Background: an optimization exercise with open tools, aiming at small area. Do not read the settings as production practice.
Function was not checked in any run shown here: the RTL went through the layout flow alone.
Power and IR drop assume default switching activity.

**constraint.sdc**
```tcl
create_clock -name core_clock -period 20.0 [get_ports {clk}]
set_input_delay 4.0000 -clock core_clock [delete_from_list [all_inputs] [get_ports {clk}]]
set_output_delay 4.0000 -clock core_clock [all_outputs]
set_load 0.01 [all_outputs]
```
**design.v**
```verilog
module flappy_core(
	input clk,
	input resetn,
	input go,
	input stop,
	input jump,
	input [1:0] sw,
	output [7:0] x,
	output [6:0] y,
	output [2:0] colour,
	output [7:0] HEX0,
	output [7:0] HEX1,
	output [7:0] HEX2,
	output [7:0] HEX3,
	output [14:0] LEDR
	);
	localparam S_READY = 2'd0, S_READY_WAIT = 2'd1, S_MOVE = 2'd2, S_STOP = 2'd3;
	reg [1:0] cur;
	reg lose;
	wire start = (cur == S_READY);
	always @(posedge clk) begin
		if (!resetn)
			cur <= S_READY;
		else case (cur)
			S_READY: cur <= go ? S_READY_WAIT : S_READY;
			S_READY_WAIT: cur <= S_MOVE;
			S_MOVE: cur <= stop ? S_STOP : (lose ? S_READY : S_MOVE);
			default: cur <= S_READY;
		endcase
	end
	localparam [10:0] TICK_STATE = 11'd1427;
	reg [10:0] timer;
	wire tick = (timer == TICK_STATE);
	wire [10:0] timer_load =
		(sw == 2'b00) ? 11'd1930 :    
		(sw == 2'b01) ? 11'd1946 :    
		(sw == 2'b10) ? 11'd1422 :    
		                11'd926;      
	reg [1:0] count2;
	reg [6:0] height;
	reg going_up;
	reg [3:0] start_falling;
	reg bird_vis;           
	reg p_neg;
	reg [3:0] p_a, p_b;
	reg [3:0] d0, d1, d2, d3;
	reg d4;                 
	wire shift = (count2 == 2'd0);
	localparam [16*8-1:0] OBST = {
		8'd0, 8'd0, 8'd0,
		8'd64 + 8'd10, 8'd64 + 8'd35, 8'd64 + 8'd25, 8'd64 + 8'd45,
		8'd64 + 8'd30, 8'd64 + 8'd20, 8'd64 + 8'd40, 8'd64 + 8'd35,
		8'd0, 8'd0, 8'd0, 8'd0, 8'd0};
	localparam [16*8-1:0] YHI = {
		8'd0, 8'd0, 8'd0,
		8'd75, 8'd50, 8'd60, 8'd40, 8'd55, 8'd65, 8'd45, 8'd50,
		8'd0, 8'd0, 8'd0, 8'd0, 8'd0};
	localparam [16*8-1:0] YLO = {
		8'd0, 8'd0, 8'd0,
		8'd51, 8'd26, 8'd36, 8'd16, 8'd31, 8'd41, 8'd21, 8'd26,
		8'd0, 8'd0, 8'd0, 8'd0, 8'd0};
	localparam [16*8-1:0] HHI = {
		8'd0, 8'd0, 8'd0,
		8'd34, 8'd59, 8'd49, 8'd69, 8'd54, 8'd44, 8'd64, 8'd59,
		8'd0, 8'd0, 8'd0, 8'd0, 8'd0};
	wire [7:0] p_obst = OBST[{p_a, 3'b000} +: 8];
	wire [7:0] p_hhi = HHI[{p_a, 3'b000} +: 8];
	wire bird_pipe_on = !p_neg && p_obst[6] && (shift ? (p_b == 4'd0) : (p_b == 4'd1));
	wire hit = (height == 7'd0) || (height == 7'd80) ||
		(bird_pipe_on && (height < {1'b0, p_obst[5:0]} || height > p_hhi[6:0]));
	wire sf_zero = (start_falling == 4'd0);
	wire up_next = jump | (going_up & !sf_zero);
	always @(posedge clk) begin
		if (!resetn)
			start_falling <= 4'd0;
		else if (!start && tick) begin
			if (jump)
				start_falling <= 4'd15;
			else if (!sf_zero)
				start_falling <= start_falling - 4'd1;
		end
	end
	always @(posedge clk) begin
		if (!resetn || start || tick)
			timer <= timer_load;
		else
			timer <= {timer[9:0], timer[10] ^ timer[8]};
	end
	always @(posedge clk) begin
		if (!resetn || start) begin
			count2 <= 2'd3;
			height <= 7'd40;
			going_up <= 1'b1;
			lose <= 1'b0;
			bird_vis <= 1'b0;
			p_neg <= 1'b1;
			p_a <= 4'd0;
			p_b <= 4'd0;
			d0 <= 4'd0; d1 <= 4'd0; d2 <= 4'd0; d3 <= 4'd0; d4 <= 1'b0;
		end else if (tick) begin
			count2 <= count2 - 2'd1;
			if (shift) begin
				if (p_a == 4'd12 && p_b == 4'd1) begin
					p_a <= 4'd0; p_b <= 4'd0; p_neg <= 1'b0;
				end else if (p_b == 4'd12) begin
					p_b <= 4'd0; p_a <= p_a + 4'd1;
				end else
					p_b <= p_b + 4'd1;
			end
			if (hit)
				lose <= 1'b1;
			going_up <= up_next;
			height <= up_next ? height + 7'd1 : height - 7'd1;
			bird_vis <= 1'b1;
			if (d4 && d3 == 4'd6 && d2 == 4'd3 && d1 == 4'd8 && d0 == 4'd3) begin
				d0 <= 4'd0; d1 <= 4'd0; d2 <= 4'd0; d3 <= 4'd0; d4 <= 1'b0;
			end else if (d0 != 4'd9)
				d0 <= d0 + 4'd1;
			else begin
				d0 <= 4'd0;
				if (d1 != 4'd9)
					d1 <= d1 + 4'd1;
				else begin
					d1 <= 4'd0;
					if (d2 != 4'd9)
						d2 <= d2 + 4'd1;
					else begin
						d2 <= 4'd0;
						if (d3 != 4'd9)
							d3 <= d3 + 4'd1;
						else begin
							d3 <= 4'd0;
							d4 <= 1'b1;
						end
					end
				end
			end
		end
	end
	assign LEDR[14:8] = height;
	assign LEDR[7] = 1'b0;
	assign LEDR[6] = going_up;
	assign LEDR[5:0] = 6'b0;
	reg [7:0] xr;
	reg [6:0] yr;
	reg c0, c1;             
	reg fstart;             
	reg q_neg;
	reg [3:0] q_a, q_b;
	wire col_end = (yr == 7'd5);
	wire last = !fstart && col_end && (xr == 8'd159);
	wire is_bird = fstart || (xr == 8'd0) || (xr == 8'd1 && !col_end);
	wire new_col = fstart || col_end;     
	wire [6:0] rh = bird_vis ? height : 7'd0;
	wire [7:0] bsum = {1'b0, yr} + {1'b0, rh};
	wire bird_on = !new_col && bsum >= 8'd82 && bsum <= 8'd85;
	wire [7:0] q_obst = OBST[{q_a, 3'b000} +: 8];
	wire [7:0] q_yhi = YHI[{q_a, 3'b000} +: 8];
	wire [7:0] q_ylo = YLO[{q_a, 3'b000} +: 8];
	wire pipe_on = !q_neg && q_obst[6] && (q_b == 4'd1) &&
		(new_col || yr > q_yhi[6:0] || yr < q_ylo[6:0]);
	wire q_step = (yr == 7'd6) && (xr[1:0] == 2'b01) && (xr[7:2] != 6'd0);
	always @(posedge clk) begin
		if (!resetn || last) begin
			q_neg <= p_neg; q_a <= p_a; q_b <= p_b;
		end else if (q_step) begin
			if (q_a == 4'd12 && q_b == 4'd1) begin
				q_a <= 4'd0; q_b <= 4'd0; q_neg <= 1'b0;
			end else if (q_b == 4'd12) begin
				q_b <= 4'd0; q_a <= q_a + 4'd1;
			end else
				q_b <= q_b + 4'd1;
		end
	end
	wire x_end = (xr == 8'd159);
	always @(posedge clk) begin
		fstart <= !resetn || last;
		xr <= fstart ? 8'd0 : xr + {7'd0, col_end && !x_end};
		yr <= (fstart || (col_end && !x_end)) ? 7'd84 : (col_end ? 7'd5 : yr - 7'd1);
		if (is_bird) begin
			c0 <= !bird_on;
			c1 <= !bird_on;
		end else begin
			c0 <= !pipe_on;
			c1 <= 1'b1;
		end
	end
	assign x = xr;
	assign y = yr;
	assign colour = {~c0, c1, c0};
	localparam [16*8-1:0] SEG = {
		{6{8'bxxxxxxxx}},
		8'b00011000, 8'b00000000, 8'b01111000, 8'b00000010, 8'b00010010,
		8'b00011001, 8'b00110000, 8'b00100100, 8'b01111001, 8'b01000000};
	assign HEX0 = {1'b0, SEG[{d0, 3'b000} +: 7]};
	assign HEX1 = {1'b0, SEG[{d1, 3'b000} +: 7]};
	assign HEX2 = {1'b0, SEG[{d2, 3'b000} +: 7]};
	assign HEX3 = {1'b0, SEG[{d3, 3'b000} +: 7]};
endmodule
```
**flow/run.sh**
```bash
#!/bin/bash
# The standard layout, with two synthesis/placement choices changed:
#  - no half/full adder cells (ADDER_MAP_FILE empty): abc maps the arithmetic,
#  - the port buffers are sky130_fd_sc_hd__buf_1.
# The registers are the standard synthesis's (same script, same names).
set -euo pipefail
bash standard.sh ADDER_MAP_FILE= "BUFFER_PORTS_ARGS=-buffer_cell sky130_fd_sc_hd__buf_1" finish > standard_flow.log 2>&1
```
**config.mk**
```make
export PLATFORM = sky130hd
export DESIGN_NAME = flappy_core
export DESIGN_NICKNAME = flappy_core
export VERILOG_FILES = /design/flow/design.v
export SDC_FILE = /design/flow/constraint.sdc
export NUM_CORES = 4
export LEC_CHECK = 0
export ABC_AREA = 1
export CAP_MARGIN = 20
export CORE_MARGIN = 2
export CORE_UTILIZATION = 70
export PLACE_DENSITY = 0.8
export SLEW_MARGIN = 20
```
**standard.sh**
```bash
#!/bin/bash
# synth_recipe.tcl (not shown) runs the flow's synth.tcl, then flattens the netlist and writes it again
# the make line also repeats each setting of config.mk as NAME=value (left out here)
make -C /OpenROAD-flow-scripts/flow DESIGN_CONFIG=/design/flow/config.mk WORK_HOME=/design/flow/orfs CLKGATE_MAP_FILE= SYNTH_SCRIPT=/design/flow/synth_recipe.tcl "${@:-finish}"
```
==> results.toml, run 1 <==
[critical_path]
r2r_cells = 6
path_max_fanout = 7
slowest_delay_ns = 0.37
cp-end-kind = "output pin"
worstSetupPathType = "reg2out"
r2r-end = "q_a[3]"
crit_buf_inv = 3
required_ns = 16.00
r2r_slack_ns = 17.63
cp_top_family = "simple AND/OR/NAND/NOR gates"
worstPathCellList = "or2_2 -> nor2_1 -> inv_1 -> nor2_1 -> inv_1 -> nand2_1 -> buf_1"
crit_slowest_cell = "dfxtp_1"
cp.arrival_ns = 1.60
r2r-start = "xr[3]"
startpoint_type = "flip-flop"

[global_routing]
overflow = 0
antenna_found_initial = 0
grt_pass1_vias = 5529
grt_pass1_wl_mm = 23.8
grt_max_degree = 19
grt_usage = 0.338

[timing]
slew_violations = 0
finalCritPeriodShare = 0.280
slew-limit-headroom = 0.572
tightest_slew_ns = 0.636
holdWs_ns = 0.459
hold_viol_final = 0
finClkSkew_ns = 0.0185
finalWorstSetupSlack_ns = 14.40
fmax_ghz = 0.179
period_needed_ns = 5.60
timing.setup.tns_ns = 0
setup_viol = 0
grt_setup_unrepaired = "no"

[placement]
dp.cells = 997
hpwl_mm = 10.5
port_buffers = 60
place_congestion = 0.969
dp_slack_ns = 14.29

[routing]
viasPerCell = 5.81
ant_nets = 0
wl_per_cell_um = 13.7
drt_iter0_drc = 454
drc = 0
dr.pass1.iters = 9
drt_wl_total_mm = 13.9
vias = 5887

[min_path]
hp-start = "timer[4]"
hold_end = "timer[5]"
worstHoldPathCells = 2
holdCritPathClass = "reg2reg"

[clocking]
postCtsSetupBuffers = 0
cts_inserted_buffers = 9
clk_path_buf_depth = 2
cts_resized = 0
root_buffer = "clkbuf_8"
clock_latency_ns = 0.36
cts.sinks = 82
clk_pin_slew_ns = 0.09
cts_tree = "yes"
cts.htree.levels = 3
ctsHoldBuffers = 0

[logic_synthesis]
synth_top_area_frac = 0.270
yosys.area.top_type = "dfxtp_1"
yosysWarnings = 1
postSynthAreaPerCell_um2 = 6.35
synth-edff-count = 9
ys_seq_area_frac = 0.320
yosys-top-cells-count = "227 x nand2_1, 103 x inv_1, 95 x nor2_1"
ys.flop_type = "dfxtp_1"
synth-seq-cells = 82
yosysMostFrequentCell = "nand2_1"
ys_top_cells_by_area = "dfxtp_1 27%, nand2_1 16%, inv_1 7.2%"
async_flop_share = 0
synth_area_mm2 = 0.00541
syn_inst = 852
yosysUniqueCellTypes = 54

[die]
dieArea_mm2 = 0.00844
die_w_um = 91.9
io_pins = 72
start_util = 0.711
core_mm2 = 0.00761
die_h_um = 91.9
row_count = 32

[final_layout]
nets = 913
diodes = 0
finalNonFillerCells = 1013
drive_gt1_frac = 0.0681
fillers = 614
syn2layout_area_growth_pct = 7.89

[run_status]
status = "timing/DRC/antenna clean"

[pwr]
p_leak_uw = 0.00259
seqPwrFrac = 0.526
combinationalPowerShare = 0.105
swShare = 0.282
power_density_mw_per_mm2 = 57.7
internal-power_uw = 242
p_switching_uw = 95.0
irDropWorstVdd_v = 0.0000466
clkPwrFrac = 0.369

[job]
drv_cap = 0
[how the worst max path moves through the flow]
stage               slack (ns)      end   start  depth (start not counted)
floorplan                14.82    d0[2]  resetn                          6
global placement         14.37    d0[2]  resetn                          8
detailed placement       14.29    d0[2]  resetn                          8
CTS                      14.40  HEX3[4]   d3[2]                          7
global route             14.28  HEX3[4]   d3[2]                          7
finish                   14.40  HEX3[4]   d3[2]                          7
[metal layers]
layer  up-vias  part of all wire  global-route usage
met5         -                 0                   0
met1      2675              0.42               0.401
met4         0             0.031               0.159
li1       2894                 -                   -
met3        53             0.057              0.0485
met2       265              0.49               0.599
[placed cells by master (no fill, tap or decap), types with 5 or more instances in the layout]
cell	instances
a211oi_1	5
a21oi_1	49
buf_1	60
clkbuf_8	9
conb_1	11
dfxtp_1	73
edfxtp_1	9
inv_1	103
inv_2	13
nand2_1	227
nand2_2	7
nand3_1	62
nand4_1	15
nor2_1	95
nor3_1	16
nor4_1	12
o211ai_1	6
o21ai_0	52
o22ai_1	5
xor2_1	13
[flip-flops by register name, summed over array words and instances (netlist names), 2 cells and up]
| name | flops |
|---|---|
| timer | 11 |
| d2 | 4 |
| d0 | 4 |
| height | 7 |
| q_a | 4 |
| cur | 2 |
| xr | 8 |
| count2 | 2 |
| d3 | 4 |
| q_b | 4 |
| yr | 7 |
| d1 | 4 |
| p_b | 4 |
| p_a | 4 |
| start_falling | 4 |
[worst min-delay path, cell delays in order (launching register included)]
cell and delay, ns:
dfxtp_1 0.32, inv_1 0.06, nor2_1 0.04
[final cells by class]
type | instances | area (um^2) | share of cell area
clock buffer | 10 | 128 | 0.0219
inverter | 117 | 442 | 0.0757
sequential | 82 | 1730 | 0.297
timing repair buffer | 62 | 240 | 0.0412
clock inverter | 6 | 72.6 | 0.0124
multi-input combinational | 634 | 3090 | 0.530
tap | 102 | 128 | 0.0219
[cell families after synthesis]
group                     synth area share
and+or+nand+nor                      0.386
AOI/OAI and AO/OA                    0.156
buffers and inverters                0.115
DFF                                  0.320
xor gates and xnor gates            0.0227
other                             0.000694
[metrics by stage]
step                power [uW]  instance area (um^2)   util
detailed placement         215                  5630  0.740
global route               348                  5830  0.767
finish                     337                  5830  0.767
floorplan                  208                  5440      -
global placement           213                  5630  0.740
CTS                        336                  5830  0.767
[power by group through the flow]
stage | combinational [uW] | clock (uW) | sequential [uW]
2_1_floorplan | 29.2 | 0 | 179
3_3_place_gp | 33.0 | 0 | 180
3_5_place_dp | 34.6 | 0 | 181
4_1_cts | 34.9 | 125 | 177
5_1_grt | 40.0 | 130 | 178
6_report | 35.4 | 124 | 177
==> run 2: changes to the inputs <==
==> flow/run.sh (replaced) <==
#!/bin/bash
# The standard layout, with two synthesis/placement choices changed:
#  - no half/full adder cells (ADDER_MAP_FILE empty): abc maps the arithmetic,
#  - the port buffers are sky130_fd_sc_hd__buf_1.
# The registers are the standard synthesis's (same script, same names).
set -euo pipefail
bash standard.sh ADDER_MAP_FILE= "BUFFER_PORTS_ARGS=-buffer_cell sky130_fd_sc_hd__buf_1" "CTS_ARGS=-sink_clustering_enable -repair_clock_nets -dont_use_dummy_load" finish > standard_flow.log 2>&1
==> results.toml, run 2 <==
[run_status]
status = "timing/DRC/antenna clean"

[pwr]
clkPwrFrac = 0.307
seqPwrFrac = 0.578
combinationalPowerShare = 0.115
internal-power_uw = 223
power_density_mw_per_mm2 = 53.2
swShare = 0.273
p_leak_uw = 0.00256
irDropWorstVdd_v = 0.0000410
p_switching_uw = 83.7
power_uw = 306

[logic_synthesis]
ys.flop_type = "dfxtp_1"
synth-edff-count = 9
yosysUniqueCellTypes = 54
async_flop_share = 0
ys_top_cells_by_area = "dfxtp_1 27%, nand2_1 16%, inv_1 7.2%"
synth_area_mm2 = 0.00541
yosys.area.top_type = "dfxtp_1"
yosys-top-cells-count = "227 x nand2_1, 103 x inv_1, 95 x nor2_1"
synth-seq-cells = 82
syn_inst = 852
yosysMostFrequentCell = "nand2_1"
postSynthAreaPerCell_um2 = 6.35
ys_seq_area_frac = 0.320
yosysWarnings = 1
synth_top_area_frac = 0.270

[critical_path]
r2r_slack_ns = 17.62
r2r_cells = 6
cp.arrival_ns = 1.60
r2r-start = "xr[3]"
worstSetupPathType = "reg2out"
required_ns = 16.00
startpoint_type = "flip-flop"
path_max_fanout = 7
cp-end-kind = "output pin"
r2r-end = "q_a[3]"

[clocking]
clk_path_buf_depth = 2
cts.htree.levels = 3
clock_latency_ns = 0.36
cts.sinks = 82
cts_resized = 0
postCtsSetupBuffers = 0
clk_pin_slew_ns = 0.09
cts_inserted_buffers = 9
ctsHoldBuffers = 0
root_buffer = "clkbuf_8"
cts_tree = "yes"

[min_path]
worstHoldPathCells = 2
hp-start = "timer[4]"
holdCritPathClass = "reg2reg"
hold_end = "timer[5]"

[routing]
drt_wl_total_mm = 13.8
wl_per_cell_um = 13.7
drt_iter0_drc = 502
drc = 0
vias = 5819
ant_nets = 0
dr.pass1.iters = 9
viasPerCell = 5.78

[die]
dieArea_mm2 = 0.00844
die_w_um = 91.9
row_count = 32
start_util = 0.711
io_pins = 72
die_h_um = 91.9
core_mm2 = 0.00761

[final_layout]
reg_top3 = "timer x11, xr x8"
fillers = 622
final_cell_mix = "227 x nand2_1, 103 x inv_1, 95 x nor2_1"
final_common_cell = "nand2_1"
nets = 913
finalNonFillerCells = 1006
drive_gt1_frac = 0.0619
largest_reg_flops = 11
utilization = 0.757
top_register = "timer"
syn2layout_area_growth_pct = 6.48
diodes = 0

[timing]
finClkSkew_ns = 0.0306
fmax_ghz = 0.179
period_needed_ns = 5.60
setup_viol = 0
tightest_slew_ns = 0.654
timing.setup.tns_ns = 0
finalCritPeriodShare = 0.280
slew_violations = 0
slew-limit-headroom = 0.552
grt_setup_unrepaired = "no"
hold_viol_final = 0
holdWs_ns = 0.457

[placement]
hpwl_mm = 10.5
dp.cells = 997
port_buffers = 60
place_congestion = 0.969

[global_routing]
overflow = 0
grt_pass1_vias = 5490
grt_pass1_wl_mm = 23.7
antenna_found_initial = 0
grt_usage = 0.338
grt_max_degree = 19

[job]
drv_cap = 0
[run 2: cell counts after synthesis]
Identical to the previous run, type by type.
[run 2: stage by stage]
| step | worst slack, ns | area (um^2) |
|---|---|---|
| 2_1_floorplan | 14.82 | 5440 |
| 3_3_place_gp | 14.37 | 5630 |
| 3_5_place_dp | 14.29 | 5630 |
| 4_1_cts | 14.40 | 5760 |
| 5_1_grt | 14.27 | 5760 |
| 6_report | 14.40 | 5760 |
[run 2: area by class of cell]
cell class / count / area, um^2 / area share
Multi-Input combinational cell: 634 / 3090 / 0.537
Timing Repair Buffer: 62 / 240 / 0.0417
Sequential cell: 82 / 1730 / 0.301
Tap cell: 102 / 128 / 0.0222
Clock buffer: 9 / 124 / 0.0215
Inverter: 117 / 442 / 0.0767
[run 2: layer usage]
metal | GRT usage | vias to the layer above | part of all wire
li1 | - | 2885 | -
met1 | 0.404 | 2627 | 0.41
met2 | 0.599 | 272 | 0.49
met3 | 0.0600 | 35 | 0.066
met4 | 0.142 | 0 | 0.026
met5 | 0 | - | 0
[run 2: worst max-delay path by stage]
stage | depth (start not counted) | start | to
after floorplan | 6 | resetn | d0[2]
after global placement | 8 | resetn | d0[2]
after detailed placement | 8 | resetn | d0[2]
after CTS | 7 | d3[2] | HEX3[4]
after global routing | 7 | d3[2] | HEX3[4]
final | 7 | d3[2] | HEX3[4]
[run 2: cell families after synthesis]
kind of cell,after synthesis,synth area share
buf+inv,146,0.115
compound gates,146,0.156
simple gates,463,0.386
other cells,1,0.000694
xor+xnor,14,0.0227
flops,82,0.320
[run 2: critical path: stages, from the launching register on]
cell     delay [ns]
dfxtp_1        0.37
or2_2          0.32
nor2_1         0.09
inv_1          0.05
nor2_1         0.12
inv_1          0.09
nand2_1        0.06
buf_1          0.14
[run 2: power groups by stage]
stage	Clock, uW	Sequential, uW	Combinational [uW]
floorplan	0	179	29.2
global placement	0	180	33.0
detailed placement	0	181	34.6
CTS	93.8	177	34.8
global route	100	178	39.9
finish	93.9	177	35.3
==> run 3: changes to the inputs <==
==> flow/run.sh (replaced) <==
#!/bin/bash
# The standard layout, with two synthesis/placement choices changed:
#  - no half/full adder cells (ADDER_MAP_FILE empty): abc maps the arithmetic,
#  - the port buffers are sky130_fd_sc_hd__buf_1.
# The registers are the standard synthesis's (same script, same names).
set -euo pipefail
bash standard.sh ADDER_MAP_FILE= "BUFFER_PORTS_ARGS=-buffer_cell sky130_fd_sc_hd__buf_1" "CTS_ARGS=-sink_clustering_enable -repair_clock_nets -dont_use_dummy_load -buf_list sky130_fd_sc_hd__clkbuf_4 -root_buf sky130_fd_sc_hd__clkbuf_8 -sink_clustering_size 10 -sink_clustering_max_diameter 40" finish > standard_flow.log 2>&1
==> results.toml, run 3 <==
[global_routing]
grtUsageMet1 = 0.404
grt_max_degree = 19
grt.busiest_layer = "met2"
grt_use_met2 = 0.599
antenna_found_initial = 0
overflow = 0
grtUsageMet3 = 0.0600
grt_pass1_wl_mm = 23.7
grt_pass1_vias = 5490
grt_usage = 0.338

[critical_path]
crit_buf_inv = 3
crit_slowest_cell = "dfxtp_1"
cp-end-kind = "output pin"
r2r_cells = 6
cp-startpoint = "d3[2]"
cp.arrival_ns = 1.60
cp.depth = 7
r2r-start = "xr[3]"
r2r-end = "q_a[3]"
path_max_fanout = 7
worstPathCellList = "or2_2 -> nor2_1 -> inv_1 -> nor2_1 -> inv_1 -> nand2_1 -> buf_1"
slowest_delay_ns = 0.37
cp_top_family = "simple AND/OR/NAND/NOR gates"
r2r_slack_ns = 17.62
startpoint_type = "flip-flop"
crit_end = "HEX3[4]"
required_ns = 16.00
worstSetupPathType = "reg2out"

[final_layout]
final_cell_mix = "227 x nand2_1, 103 x inv_1, 95 x nor2_1"
multi_input_area_mm2 = 0.00309
diodes = 0
top_register = "timer"
finalNonFillerCells = 1006
nets = 913
reg_top3 = "timer x11, xr x8"
ff_latch_area_mm2 = 0.00173
final_common_cell = "nand2_1"
largest_reg_flops = 11
fillers = 622
drive_gt1_frac = 0.0619
syn2layout_area_growth_pct = 6.48

[logic_synthesis]
synth-edff-count = 9
yosysUniqueCellTypes = 54
async_flop_share = 0
ys_top_cells_by_area = "dfxtp_1 27%, nand2_1 16%, inv_1 7.2%"
postSynthAreaPerCell_um2 = 6.35
yosys.area.top_type = "dfxtp_1"
synth_area_mm2 = 0.00541
yosys-top-cells-count = "227 x nand2_1, 103 x inv_1, 95 x nor2_1"
syn_inst = 852
ys.flop_type = "dfxtp_1"
synth-seq-cells = 82
yosysWarnings = 1
synth_top_area_frac = 0.270
yosysMostFrequentCell = "nand2_1"
ys_seq_area_frac = 0.320

[pwr]
power_density_mw_per_mm2 = 53.2
irDropWorstVdd_v = 0.0000410
p_leak_uw = 0.00256

[routing]
vias = 5819
dr.pass1.iters = 9
drc = 0
drt_iter0_drc = 502
wl_per_cell_um = 13.7
viasPerCell = 5.78
drt_wl_total_mm = 13.8
ant_nets = 0

[timing]
slew_violations = 0
period_needed_ns = 5.60
tightest_slew_ns = 0.654
grt_setup_unrepaired = "no"
slew-limit-headroom = 0.552
finClkSkew_ns = 0.0306
finalCritPeriodShare = 0.280
timing.setup.tns_ns = 0
setup_viol = 0
hold_viol_final = 0
fmax_ghz = 0.179

[job]
drv_cap = 0

[die]
dieArea_mm2 = 0.00844
start_util = 0.711
row_count = 32
core_mm2 = 0.00761
die_h_um = 91.9
io_pins = 72
die_w_um = 91.9

[run_status]
status = "timing/DRC/antenna clean"

[clocking]
root_buffer = "clkbuf_8"
ctsHoldBuffers = 0
cts_inserted_buffers = 9
clk_pin_slew_ns = 0.09
clock_latency_ns = 0.36
postCtsSetupBuffers = 0
cts_resized = 0
cts.sinks = 82
clk_path_buf_depth = 2
cts_tree = "yes"
cts.htree.levels = 3

[min_path]
holdCritPathClass = "reg2reg"

[placement]
dp.cells = 997
port_buffers = 60
hpwl_mm = 10.5
place_congestion = 0.969
-- run 3: cells by family (layout without fill, tap and decap cells) --
| family | count (synthesis) | count (layout) | share of synthesized area |
|---|---|---|---|
| AND/OR/NAND/NOR | 463 | 463 | 0.386 |
| XOR/XNOR | 14 | 14 | 0.0227 |
| other | 1 | 11 | 0.000694 |
| buffers and inverters | 146 | 188 | 0.115 |
| AO/OA/AOI/OAI | 146 | 146 | 0.156 |
| flip-flops | 82 | 82 | 0.320 |
-- run 3: layout make-up --
| class | instances | area share |
|---|---|---|
| inverters | 117 | 0.0767 |
| well taps | 102 | 0.0222 |
| clock buffers | 9 | 0.0215 |
| multi-input cells | 634 | 0.537 |
| repair buffers | 62 | 0.0417 |
| flip-flops and latches | 82 | 0.301 |
-- run 3: routing by layer --
metal	share of wire	vias to the layer above	wire length, um
met5	0	-	0
met4	0.026	0	359
met3	0.066	35	908
met2	0.49	272	6780
met1	0.41	2627	5700
li1	-	2885	-
-- run 3: through the flow --
step / area, um^2 / hold WS, ns / power (uW) / setup slack [ns] / utilization
after floorplan: 5440 / 0.424 / 208 / 14.82 / -
final: 5760 / 0.457 / 306 / 14.40 / 0.757
after detailed placement: 5630 / 0.448 / 215 / 14.29 / 0.740
after CTS: 5760 / 0.457 / 306 / 14.40 / 0.757
after global placement: 5630 / 0.443 / 213 / 14.37 / 0.740
after global routing: 5760 / 0.477 / 317 / 14.27 / 0.757
-- run 3: how the worst min path moves through the flow --
| stage | to | slack [ns] | cells past startpoint | from |
|---|---|---|---|---|
| global placement | timer[5] | 0.44 | 2 | timer[4] |
| global route | timer[5] | 0.48 | 2 | timer[4] |
| finish | timer[5] | 0.46 | 2 | timer[4] |
| floorplan | timer[8] | 0.42 | 2 | timer[7] |
| detailed placement | timer[5] | 0.45 | 2 | timer[4] |
| CTS | timer[5] | 0.46 | 2 | timer[4] |
-- run 3: power by group --
group | internal (uW) | leakage [uW] | switching, uW | total [uW]
combinational | 11.0 | 0.00181 | 24.3 | 35.3
sequential | 171 | 0.000682 | 5.72 | 177
clock | 40.3 | 0.0000647 | 53.6 | 93.9
total | 223 | 0.00256 | 83.7 | 306
-- run 3: tightest hold or removal path: stages (launching register included) --
cell and delay (ns):
dfxtp_1 0.31, inv_1 0.06, nor2_1 0.04

==> re-timing with driven ports <==
In the flow no input, the clock included, has a driving cell. The finished layouts below were timed again as built, in two steps.
Step 1, drivers: a clkbuf_16 drives clk and a buf_2 each remaining input, both assumed.
Step 2 times the ports against the registers' clock, not the clock port: input delays grow and output delays shrink by t, the midpoint of the rising clock arrivals with the driver on.
a / b / c = no drivers / after step 1 / after step 2; a / b = the first two.
run	shift t [ns]	slack for setup (ns)	hold WS [ns]	clock arrival spread, ns	cell pins on the clock port's net
run 1	0.388	14.402 / 14.370 / 14.231	0.459 / 0.459 / 0.459	0.019 / 0.018	1
run 2	0.380	14.401 / 14.367 / 14.268	0.457 / 0.457 / 0.457	0.030 / 0.030	1
run 3	0.380	14.401 / 14.367 / 14.268	0.457 / 0.457 / 0.457	0.030 / 0.030	1
After both steps every run listed still meets setup and hold. For run 1, which loses most, drivers alone change the setup slack by -0.032 ns; drivers and shift together by -0.171 ns.
